Context: an optimization exercise on an open-source flow, tuned for a short achievable clock period and few clock cycles. The choices shown serve that exercise and are no tape-out recipe. Where RTL was checked, it was by simulation tests only, not by an equivalence proof against the original. For run 1, only the layout was checked, not whether the RTL still works. Power figures rest on the tool's default switching activity, not on a simulated workload.

## design/flow/flow/run.sh

```bash
#!/bin/bash
set -euo pipefail
bash standard.sh SETUP_SLACK_MARGIN=7.4 TNS_END_PERCENT=100 GPL_TIMING_DRIVEN=1 finish > flow_make.log 2>&1
```

## design/flow/standard.sh

```bash
#!/bin/bash
# synth_recipe.tcl (not shown) runs the flow's synth.tcl, then flattens the netlist and writes it again
# the make line also repeats each setting of config.mk as NAME=value (left out here)
make -C /OpenROAD-flow-scripts/flow DESIGN_CONFIG=/design/flow/config.mk WORK_HOME=/design/flow/orfs CLKGATE_MAP_FILE= SYNTH_SCRIPT=/design/flow/synth_recipe.tcl "${@:-finish}"
```

## design/flow/config.mk

```make
export PLATFORM = sky130hd
export DESIGN_NAME = mips
export DESIGN_NICKNAME = mips
export VERILOG_FILES = /design/flow/design.v
export SDC_FILE = /design/flow/constraint.sdc
export NUM_CORES = 4
export LEC_CHECK = 0
export CAP_MARGIN = 20
export CORE_MARGIN = 2
export CORE_UTILIZATION = 40
export SLEW_MARGIN = 20
```

## design/flow/constraint.sdc

```tcl
create_clock -name core_clock -period 10.0 [get_ports {clk}]
set_input_delay 2.0000 -clock core_clock [delete_from_list [all_inputs] [get_ports {clk}]]
set_output_delay 2.0000 -clock core_clock [all_outputs]
set_load 0.01 [all_outputs]
```

## design/flow/design.v

```verilog
module mips(
    input clk,
    input reset,
    output [31:0] i_addr,
    input [31:0] i_data,
    output [31:0] d_addr,
    output [31:0] d_wdata,
    output d_we,
    input [31:0] d_rdata
    );
    reg [31:0] pc;                           
    reg [31:0] d_ins, d_pc4;                 
    reg [31:0] e_a, e_b, e_imm, e_tgt;       
    reg        e_fa_m, e_fa_w, e_fa_r;       
    reg        e_fb_m, e_fb_w, e_fb_r;       
    reg        e_bimm;                       
    reg        e_sld;                        
    reg        e_sub, e_or;
    reg        e_beq, e_jr, e_load, e_store, e_wen;
    reg [4:0]  e_dst;
    reg [31:0] m_res, m_wdata;               
    reg        m_we, m_load, m_wen;
    reg [4:0]  m_dst;
    reg [31:0] w_res;                        
    reg        w_wen;
    reg [4:0]  w_dst;
    reg [31:0] rf [1:31];
    assign i_addr  = pc;
    assign d_addr  = m_res;
    assign d_wdata = m_wdata;
    assign d_we    = m_we;
    wire [5:0]  op = d_ins[31:26];
    wire [5:0]  fn = d_ins[5:0];
    wire [4:0]  rs = d_ins[25:21];
    wire [4:0]  rt = d_ins[20:16];
    wire [4:0]  rd = d_ins[15:11];
    wire [15:0] imm = d_ins[15:0];
    wire i_r    = (op == 6'h00);
    wire i_addu = i_r && (fn == 6'h21);
    wire i_subu = i_r && (fn == 6'h23);
    wire i_jr   = i_r && (fn == 6'h08);
    wire i_ori  = (op == 6'h0d);
    wire i_lui  = (op == 6'h0f);
    wire i_lw   = (op == 6'h23);
    wire i_sw   = (op == 6'h2b);
    wire i_beq  = (op == 6'h04);
    wire i_j    = (op == 6'h02);
    wire i_jal  = (op == 6'h03);
    wire beq_always = i_beq && (rs == rt);
    wire [4:0] dst = (i_addu || i_subu) ? rd :
                     (i_ori || i_lui || i_lw) ? rt :
                     i_jal ? 5'd31 : 5'd0;
    wire wen = (dst != 5'd0);
    wire use_rs = i_addu || i_subu || i_ori || i_lui || i_lw || i_sw || (i_beq && !beq_always) || i_jr;
    wire use_rt = i_addu || i_subu || (i_beq && !beq_always);
    wire stall = e_load && e_wen && ((use_rs && rs == e_dst) || (use_rt && rt == e_dst));
    wire [31:0] rf_rs = (rs == 5'd0) ? 32'd0 : (w_wen && w_dst == rs) ? w_res : rf[rs];
    wire [31:0] rf_rt = (rt == 5'd0) ? 32'd0 : (w_wen && w_dst == rt) ? w_res : rf[rt];
    wire fa_m = e_wen && (e_dst == rs);
    wire fa_w = !fa_m && m_wen && (m_dst == rs);
    wire fb_m = e_wen && (e_dst == rt);
    wire fb_w = !fb_m && m_wen && (m_dst == rt);
    wire bimm = i_ori || i_lui || i_lw || i_sw || i_jal;
    wire [31:0] br_off = {{16{imm[13]}}, imm[13:0], 2'b00};
    wire [31:0] br_tgt = d_pc4 + br_off;
    wire [31:0] j_tgt  = {d_pc4[31:28], d_ins[25:0], 2'b00};
    wire [31:0] d_imm  = i_ori ? {16'd0, imm} :
                         i_lui ? {imm, 16'd0} :
                         i_jal ? d_pc4 + 32'd4 :
                         {{16{imm[15]}}, imm};
    reg  [31:0] ras;                         
    wire d_taken = i_j || i_jal || beq_always || i_jr;
    wire [31:0] d_tgt = i_jr ? ras : (i_j || i_jal) ? j_tgt : br_tgt;
    wire [31:0] a  = ({32{e_fa_m}} & m_res) | ({32{e_fa_w}} & w_res) | ({32{e_fa_r}} & e_a);
    wire [31:0] sv = ({32{e_fb_m}} & m_res) | ({32{e_fb_w}} & w_res) | ({32{e_fb_r}} & e_b);
    wire [31:0] b  = e_bimm ? e_imm : sv;
    wire [31:0] sum = a + (b ^ {32{e_sub}}) + {31'd0, e_sub};
    wire [31:0] res = e_or ? (a | b) : sum;
    wire br_mis = e_beq && (a == sv);
    wire jr_mis = e_jr && (a != e_tgt);
    wire redirect = br_mis || jr_mis;
    wire [31:0] r_tgt = e_jr ? a : e_tgt;
    wire [31:0] pc_next = redirect ? r_tgt :
                          stall ? pc :
                          d_taken ? d_tgt : pc + 32'd4;
    reg rst;                                 
    always @(posedge clk) rst <= reset;
    integer i;
    always @(posedge clk) begin
        if (rst) begin
            pc <= 32'h3000;
            d_ins <= 32'd0;
            d_pc4 <= 32'h3004;
            ras <= 32'd0;
            e_beq <= 1'b0; e_jr <= 1'b0; e_load <= 1'b0; e_store <= 1'b0; e_wen <= 1'b0;
            e_dst <= 5'd0;
            m_we <= 1'b0; m_load <= 1'b0; m_wen <= 1'b0; m_dst <= 5'd0;
            w_wen <= 1'b0; w_dst <= 5'd0;
            e_a <= 32'd0; e_b <= 32'd0; e_imm <= 32'd0; e_tgt <= 32'd0;
            e_fa_m <= 1'b0; e_fa_w <= 1'b0; e_fa_r <= 1'b0;
            e_fb_m <= 1'b0; e_fb_w <= 1'b0; e_fb_r <= 1'b0;
            e_bimm <= 1'b0; e_sld <= 1'b0; e_sub <= 1'b0; e_or <= 1'b0;
            m_res <= 32'd0; m_wdata <= 32'd0; w_res <= 32'd0;
            for (i = 1; i < 32; i = i + 1) rf[i] <= 32'd0;
        end else begin
            pc <= pc_next;
            if (!stall) begin
                d_ins <= redirect ? 32'd0 : i_data;
                d_pc4 <= pc + 32'd4;
            end
            if (!stall && i_jal) ras <= d_pc4 + 32'd4;
            e_a <= rf_rs;
            e_b <= rf_rt;
            e_imm <= d_imm;
            e_tgt <= i_jr ? ras : br_tgt;
            e_fa_m <= use_rs && fa_m;
            e_fa_w <= use_rs && fa_w;
            e_fa_r <= !(use_rs && (fa_m || fa_w)) && !i_jal;
            e_fb_m <= fb_m;
            e_fb_w <= fb_w;
            e_fb_r <= !(fb_m || fb_w);
            e_bimm <= bimm;
            e_sld <= i_sw && e_load && e_wen && (e_dst == rt);
            e_sub <= i_subu;
            e_or <= i_ori || i_lui || i_jal;
            e_beq <= !stall && i_beq && !beq_always;
            e_jr <= !stall && i_jr;
            e_load <= !stall && i_lw;
            e_store <= !stall && i_sw;
            e_wen <= !stall && wen;
            e_dst <= dst;
            m_res <= res;
            m_wdata <= e_sld ? d_rdata : sv;
            m_we <= e_store && !reset;
            m_load <= e_load;
            m_wen <= e_wen;
            m_dst <= e_dst;
            w_res <= m_load ? d_rdata : m_res;
            w_wen <= m_wen;
            w_dst <= m_dst;
            if (w_wen) rf[w_dst] <= w_res;
        end
    end
endmodule
```

==> results.yml, run 1 <==
clock_tree:
  cts_made_buffers: 155
  cts_tree: "done"
  clock_path_buffers: 3
  ctsRootBufferMaster: "clkbuf_16"
  hold_buffers: 0
  htreeDepth: 4
  clock_latency_ns: 0.85
  clk_pin_slew_worst_paths_ns: 0.06
  cts.sinks: 1411
setup_path:
  worstPathArrival_ns: 4.64
  worstRegToRegCells: 16
  critical_path_class: "reg2reg"
  end_kind: "flip-flop"
  critPathMaxStageDelay_ns: 0.45
  required_ns: 10.72
  critPathLaunchType: "flip-flop"
  cp_max_fo: 33
  critPathSlowestCell: "a222oi_1"
  cp_cell_sequence: "buf_6 > a222oi_1 > nand2_1 > o21ai_2 > xnor2_1 > ha_1 > nand4_1 > buf_4 > nor3b_4 > nor2_4 > a2111oi_4 > o311ai_4 > o31a_1 > o311ai_2 > a221oi_2 > o21a_1"
sta:
  rsz0062_at_grt: "true"
  worst_slew_pin_slew_ns: 1.398
  setup-tns-final_ns: 0
  max_freq_mhz: 255.1
  finalCritPeriodShare_pct: 39.20
  whs_ns: 0.4597
  setup_slack_ns: 6.080
  setup_violations: 0
  period_needed_ns: 3.920
  report.final.slew_viol_count: 0
  fin_skew_ns: 0.05639
  hold_viol: 0
  relSlewSlack_pct: 6.727
cells_and_area:
  final_util_pct: 51.97
  nets: 6784
  fill_cells: 15490
  area_growth_pct: 28.72
  stdcell_count: 9271
  fin_area_mm2: 0.09658
  drive_gt1_share_pct: 33.67
drt:
  vias_per_cell: 6.513
  post_drt_wl_per_cell_um: 35.46
  detail-route-antenna-nets: 0
  drc: 0
  vias: 60380
  drtPass1Iterations: 12
  drtIter0Drc: 9645
  routed_wl_mm: 328.8
flow_run:
  maxCapViolCount: 0
pwr:
  seq_power_share_pct: 45.3
  vdd_drop_max_v: 0.0001710
  p_switching_mw: 4.046
  p_leak_nw: 35.36
  swShare_pct: 27.45
  power_density_mw_per_mm2: 152.6
  totalPowerFinal_mw: 14.74
  p_comb_share_pct: 15.4
  clkPwrFrac_pct: 39.3
  internal_power_mw: 10.70
synth:
  synth_area_per_cell_um2: 12.25
  synth_edf_count: 1024
  syn_nets: 6252
  netlist_area_mm2: 0.07503
  synth-seq-area-share_pct: 51.31
  synth_cell_types: 77
  synth_cells: 6123
  synth_seq_cells: 1411
  async_flop_share_pct: 0
  synth_top_flop_cell: "edfxtp_1"
  yosysWarnings: 1
die:
  coreArea_mm2: 0.1858
  dieHeight_um: 437.1
  io_pins: 163
  initial_core_util_pct: 40.38
  rows: 158
  dieArea_mm2: 0.1911
  die_x_um: 437.1
placement:
  port_buffers: 162
  dpl_cell_area_mm2: 0.07987
  dpl.hpwl_mm: 178.7
  dp.cells: 8400
  place.gp.congestion: 0.9587
  dp_slack_ns: 5.050
grt:
  grt_pass1_wl_mm: 443.5
  antenna_found_initial: 20
  first_global_vias: 57760
  grt_max_degree: 171
  gr-usage-all-layers_pct: 32.80
  gr-total-overflow: 0
min_path:
  min_path_type: "reg2reg"
  hold_depth: 2
outcome:
  status: "timing/DRC/antenna clean"
path summary, 6_finish.rpt:
kind	startpoint	end	slack (ns)
min reg2reg	ras[0]$_SDFFE_PP0P_	ras[0]$_SDFFE_PP0P_	0.46
max reg2reg	e_fb_r$_SDFF_PP0_	m_res[31]$_SDFF_PP0_	6.08
min	ras[0]$_SDFFE_PP0P_	ras[0]$_SDFFE_PP0P_	0.46
max	e_fb_r$_SDFF_PP0_	m_res[31]$_SDFF_PP0_	6.08
layer usage:
| layer | wire length [µm] | GRT usage [%] |
|---|---|---|
| met3 | 45240 | 10.52 |
| met4 | 22740 | 19.28 |
| met1 | 115200 | 40.72 |
| met5 | 254 | 0.5796 |
| met2 | 145300 | 50.07 |
cell usage in the layout (no fill, tap or decap), drive strengths merged, types with 12 or more instances in the layout:
cell / n
a222oi: 63
inv: 61
xor2: 116
o221ai: 38
mux4: 478
o211a: 16
mux2i: 225
clkbuf: 228
nand4: 31
buf: 854
o211ai: 49
a221oi: 51
nand2b: 36
a211oi: 107
nor4: 25
and2: 1010
edfxtp: 1024
nand3: 87
o21bai: 12
nor2: 485
a221o: 18
nor2b: 26
nor3: 36
clkinv: 60
a21oi: 329
mux2: 57
or3: 13
and3: 21
a21o: 25
a31oi: 22
o22ai: 73
xnor2: 117
bufbuf: 12
nand2: 210
a22oi: 18
o21ai: 105
ha: 61
clkdlybuf4s50: 65
dfxtp: 387
a211o: 18
power groups by stage:
stage	logic [mW]	clock network, mW	registers (mW)
5_1_grt	2.32	6.03	6.69
4_1_cts	2.03	5.79	6.66
6_report	2.27	5.79	6.68
3_3_place_gp	1.59	0	6.81
3_5_place_dp	1.60	0	6.82
2_1_floorplan	0.987	0	6.70
state kept, by name (all words and copies together) (netlist names), 5 cells and up:
name	cells
e_dst	5
pc	32
w_res	32
d_ins	32
m_res	32
ras	32
e_a	32
m_dst	5
e_b	32
d_pc4	32
m_wdata	32
rf	1024
e_tgt	32
e_imm	32
w_dst	5
worst max-delay path, delay by kind of cell, from the launching register on:
| kind | cells | cell delay (ns) |
|---|---|---|
| XOR/XNOR | 1 | 0.10 |
| flip-flops | 1 | 0.31 |
| AND/OR/NAND/NOR | 4 | 0.58 |
| adder cells (fa/ha/maj) | 1 | 0.41 |
| buffers and inverters | 2 | 0.38 |
| AO/OA/AOI/OAI | 8 | 1.98 |
layout make-up:
type | instances | area, µm² | area share [%]
antenna | 8 | 20.02 | 0.02073
tap | 2480 | 3103 | 3.213
clock buffer | 208 | 4245 | 4.396
multi-input combinational | 4081 | 37930 | 39.27
timing repair buffer | 952 | 11390 | 11.79
clock inverter | 77 | 790.8 | 0.8187
sequential | 1411 | 38880 | 40.26
inverter | 54 | 219.0 | 0.2267
cell families (layout without fill, tap and decap cells):
family / after synthesis / count (layout) / share of synthesized area (%)
flops: 1411 / 1411 / 51.31
buf+inv: 633 / 1291 / 3.260
xor+xnor: 233 / 233 / 2.720
other cells: 0 / 8 / 0
compound gates: 1016 / 1017 / 9.168
fa+ha+maj: 63 / 63 / 1.071
simple gates: 2007 / 2008 / 14.27
mux: 760 / 760 / 18.20
synth_stat cells (6+ instances only):
cell type	instances	area share (%)
o21ai_0	103	0.69
buf_1	73	0.37
nor2b_1	26	0.22
ha_1	61	1.0
a21oi_1	329	2.2
mux2i_1	225	3.0
and2_1	1009	8.4
nand2b_1	36	0.30
nand3_1	87	0.58
a221o_1	18	0.24
o22ai_1	73	0.61
o211ai_1	49	0.49
a222oi_1	63	0.84
o21a_1	10	0.10
xnor2_1	117	1.4
a221oi_1	51	0.60
a211o_1	18	0.21
clkbuf_1	464	2.3
a31oi_1	22	0.18
o21bai_1	11	0.11
dfxtp_1	387	10
nand2_1	210	1.1
a211oi_1	106	1.1
nor2_1	485	2.4
o31ai_1	10	0.10
inv_1	52	0.26
mux4_2	478	14
nand4_1	31	0.26
mux2_2	57	0.86
buf_2	38	0.25
a22oi_1	18	0.18
nor4_1	25	0.21
xor2_1	116	1.4
a21o_1	25	0.25
edfxtp_1	1024	41
o221ai_1	38	0.44
nor3_1	36	0.24
o211a_1	16	0.21
a311oi_1	11	0.13
or3_1	13	0.11
and3_1	21	0.18
nand3b_1	6	0.060
timing repair:
action / in CTS / in global routing
pin swaps: 229 / 185
gates resized for setup: 1279 / 386
setup endpoints to repair: 1854 / 798
buffers inserted: 359 / 134
cloned: 65 / 20
==> run 2: changes to the inputs <==
--- a/design/flow/design.v
+++ b/design/flow/design.v
@@ -84,9 +84,7 @@
                           stall ? pc :
                           d_taken ? d_tgt : pc + 32'd4;
-    reg rst;                                 
-    always @(posedge clk) rst <= reset;
     integer i;
     always @(posedge clk) begin
-        if (rst) begin
+        if (reset) begin
             pc <= 32'h3000;
             d_ins <= 32'd0;
@@ -132,5 +130,5 @@
             m_res <= res;
             m_wdata <= e_sld ? d_rdata : sv;
-            m_we <= e_store && !reset;
+            m_we <= e_store;
             m_load <= e_load;
             m_wen <= e_wen;
==> design/flow/run.sh (new file) <==
#!/bin/bash
# synth_recipe.tcl (not shown) runs the flow's synth.tcl, then flattens the netlist and writes it again
# the make line also repeats each setting of config.mk as NAME=value (left out here)
make -C /OpenROAD-flow-scripts/flow DESIGN_CONFIG=/design/flow/config.mk WORK_HOME=/design/flow/orfs CLKGATE_MAP_FILE= SYNTH_SCRIPT=/design/flow/synth_recipe.tcl finish
removed: design/flow/flow/run.sh
removed: design/flow/standard.sh
==> run 2 against run 1 <==
- sequential power about the same
- clock power fell by 3%
- global-route usage fell by 5.6 points
- flip-flop and latch count shrank 1
- combinational power fell by about 30%
- critical path type unchanged
- first-iteration DRC count decreased by 22%
- non-clock buffer count decreased by 562
- final cell count is 7.0% lower
- power shrank 5.6%
- critical endpoint is now m_res[25]$_SDFF_PP0_
- routed wire length is 20% lower
- clock-buffer cell count unchanged
- largest cell class unchanged
- synthesized cell count is 1.5% lower
==> results.yml, run 2 <==
outcome:
  status: "timing/DRC/antenna clean"
pwr:
  clkPwrFrac_pct: 40.4
  internal_power_mw: 10.27
  seq_power_share_pct: 48.1
  p_comb_share_pct: 11.5
  vdd_drop_max_v: 0.0002145
  totalPowerFinal_mw: 13.91
  p_switching_mw: 3.648
  p_leak_nw: 30.29
  power_density_mw_per_mm2: 164.7
  swShare_pct: 26.22
setup_path:
  cp_top_family: "compound AO/OA/AOI/OAI gates"
  critPathMaxStageDelay_ns: 0.82
  startpoint: "e_fb_m$_SDFF_PP0_"
  reg2reg_from: "e_fb_m$_SDFF_PP0_"
  critPathLaunchType: "flip-flop"
  rrSetupSlack_ns: 5.09
  required_ns: 10.67
  path_buf_inv: 1
  end_kind: "flip-flop"
  cp_max_fo: 32
  r2r-end: "m_res[25]$_SDFF_PP0_"
  critPathSlowestCell: "a221oi_1"
  worstRegToRegCells: 14
  cp_num_cells: 14
  worstPathArrival_ns: 5.58
  critical_path_class: "reg2reg"
  cp_cell_sequence: "buf_4 > a222oi_1 > a21oi_1 > xnor2_1 > ha_1 > a21o_1 > a21oi_1 > o21ai_0 > a211o_1 > and3_1 > a221oi_1 > o21bai_1 > a2111oi_0 > o32ai_1"
  critPathMostFrequentCell: "a21oi_1"
synth:
  synth_top_flop_cell: "edfxtp_1"
  netlist_area_mm2: 0.07471
  synthMuxAreaShare_pct: 18.72
  synth_simple_gate_area_share_pct: 13.89
  async_flop_share_pct: 0
  synth_area_leader_cell: "edfxtp_1"
  synth-xor-area-share_pct: 2.720
  ys_top_cells_by_area: "edfxtp_1 41%, mux4_2 15%, dfxtp_1 10%"
  synth_top_area_share_pct: 41.16
  synth_common_cells: "1024 x edfxtp_1, 1004 x and2_1, 509 x nor2_1"
  synth-seq-area-share_pct: 51.50
  syn_nets: 6162
  synth_area_per_cell_um2: 12.38
  synth_most_common_cell: "edfxtp_1"
  synth_seq_cells: 1410
  yosysWarnings: 1
  synth_compound_area_share_pct: 8.868
  synth_cells: 6033
  synthAdderAreaFrac_pct: 1.075
  synth_edf_count: 1024
  synth_cell_types: 71
  synth_top_family_by_area: "multiplexers"
placement:
  dpl_cell_area_mm2: 0.07953
  dpl.hpwl_mm: 165.1
  dp.cells: 8334
  place.gp.congestion: 0.9678
  port_buffers: 162
die:
  dieArea_mm2: 0.1903
  io_pins: 163
  die_x_um: 436.2
  rows: 158
  initial_core_util_pct: 40.29
  coreArea_mm2: 0.1854
  dieHeight_um: 436.2
sta:
  rsz0062_at_grt: "false"
  hold_viol: 0
  max_freq_mhz: 203.6
  relSlewSlack_pct: 24.44
  worst_slew_pin_slew_ns: 1.133
  fin_skew_ns: 0.05922
  setup-tns-final_ns: 0
  finalCritPeriodShare_pct: 49.12
  period_needed_ns: 4.912
  report.final.slew_viol_count: 0
  setup_violations: 0
cells_and_area:
  fin_area_mm2: 0.08448
  final_common_cell: "edfxtp_1"
  fill_cells: 16650
  nets: 6142
  stdcell_count: 8626
  top_register: "rf"
  largest_register_ff_count: 1024
  area_growth_pct: 13.08
  layout_common_cells: "1024 x edfxtp_1, 1004 x and2_1, 490 x mux4_2"
  drive_gt1_share_pct: 18.00
clock_tree:
  cts_made_buffers: 155
  cts.repair.resized: 0
  cts.sinks: 1410
  post-cts-setup-buffer-count: 0
  htreeDepth: 4
  ctsRootBufferMaster: "clkbuf_16"
  clk_pin_slew_worst_paths_ns: 0.06
  clock_path_buffers: 3
  cts_tree: "done"
  hold_buffers: 0
  clock_latency_ns: 0.83
min_path:
  hold_depth: 1
  min_path_type: "reg2reg"
  hold_path_startpoint: "e_store$_SDFF_PP0_"
  min_to: "m_we$_SDFF_PP0_"
drt:
  routed_wl_mm: 264.4
  vias: 53200
  post_drt_wl_per_cell_um: 30.65
  vias_per_cell: 6.167
  drc: 0
  detail-route-antenna-nets: 0
  drtPass1Iterations: 11
  drtIter0Drc: 7475
grt:
  gr-usage-all-layers_pct: 27.23
  antenna_found_initial: 7
  grt_pass1_wl_mm: 376.5
  gr-total-overflow: 0
  first_global_vias: 52150
  grt_max_degree: 89
flow_run:
  maxCapViolCount: 0
-- run 2: cell type report --
cell class / count / area [µm²] / area share (%)
diodes: 7 / 17.52 / 0.02073
flip-flops and latches: 1410 / 38530 / 45.60
inverters: 51 / 193.9 / 0.2296
clock buffers: 208 / 4334 / 5.130
well taps: 2480 / 3103 / 3.673
multi-input cells: 4005 / 34330 / 40.64
clock inverters: 75 / 581.8 / 0.6887
repair buffers: 390 / 3395 / 4.018
-- run 2: cell families after synthesis --
group,after synthesis
AO/OA/AOI/OAI,979
XOR/XNOR,232
adder cells (fa/ha/maj),63
buffers and inverters,618
flip-flops,1410
multiplexers,778
AND/OR/NAND/NOR,1953
-- run 2: metal layers --
metal / GRT usage [%] / vias to the layer above / routed length (µm)
met5: 0 / - / 23
met4: 11.09 / 4 / 11500
met3: 7.980 / 577 / 29630
met2: 42.40 / 3076 / 120800
met1: 35.58 / 26940 / 102500
li1: - / 22610 / -
-- run 2: per-stage QoR --
| step | setup slack [ns] | hold WS (ns) | util [%] |
|---|---|---|---|
| final | 5.088 | 0.4578 | 45.56 |
| after global placement | 4.805 | 0.4354 | 42.89 |
| after global routing | 4.867 | 0.4767 | 45.55 |
| after floorplan | 4.228 | 0.4138 | - |
| after detailed placement | 4.843 | 0.4524 | 42.89 |
| after CTS | 4.970 | 0.4610 | 45.54 |
-- run 2: worst reg2reg max path: cells and delay by family (launching register included) --
| kind | cells | cell delay [ns] |
|---|---|---|
| AND/OR/NAND/NOR | 1 | 0.20 |
| AO/OA/AOI/OAI | 10 | 3.46 |
| adder cells (fa/ha/maj) | 1 | 0.40 |
| flip-flops | 1 | 0.30 |
| buffers and inverters | 1 | 0.25 |
| XOR/XNOR | 1 | 0.17 |
-- run 2: how the worst max path moves through the flow --
stage	end
after floorplan	rf[28][0]$_SDFFCE_PN0P_
after global placement	m_res[25]$_SDFF_PP0_
after detailed placement	m_res[25]$_SDFF_PP0_
after CTS	m_res[25]$_SDFF_PP0_
after global routing	m_res[25]$_SDFF_PP0_
final	m_res[25]$_SDFF_PP0_
-- run 2: power by group through the flow --
stage,Sequential (mW),Clock [mW],Combinational (mW)
detailed placement,6.80,0,1.56
global placement,6.79,0,1.55
global route,6.71,5.92,1.67
finish,6.69,5.63,1.60
CTS,6.68,5.69,1.57
floorplan,6.71,0,0.963
Testbench counts of run 2, summed over its fixed seeds: cycles 18,725.

[what the ideal ports hide]
The results above use ideal ports. As a check the final layouts listed here were re-extracted and re-timed, cells and wires unchanged. Step 1, drivers: a clkbuf_16 drives clk and a buf_2 each remaining input, both assumed. Step 2 times the ports against the registers' clock, not the clock port: input delays grow and output delays shrink by t, the midpoint of the rising clock arrivals with the driver on. Three values: no drivers, after step 1, after step 2; two values: the first two.
run	shift t [ns]	setup WS [ns]	worst setup path after step 2	clock arrival spread, ns	worst data-port slew with drivers (ns)
run 1	0.905	6.080 / 6.080 / 6.080	register to register	0.060 / 0.060	0.07
run 2	0.883	5.088 / 5.088 / 4.786	input to register	0.069 / 0.069	0.07
After both steps setup and hold are still met in every run listed. For run 2, which loses most, drivers alone change the setup slack by 0.000 ns; drivers and shift together by -0.302 ns.
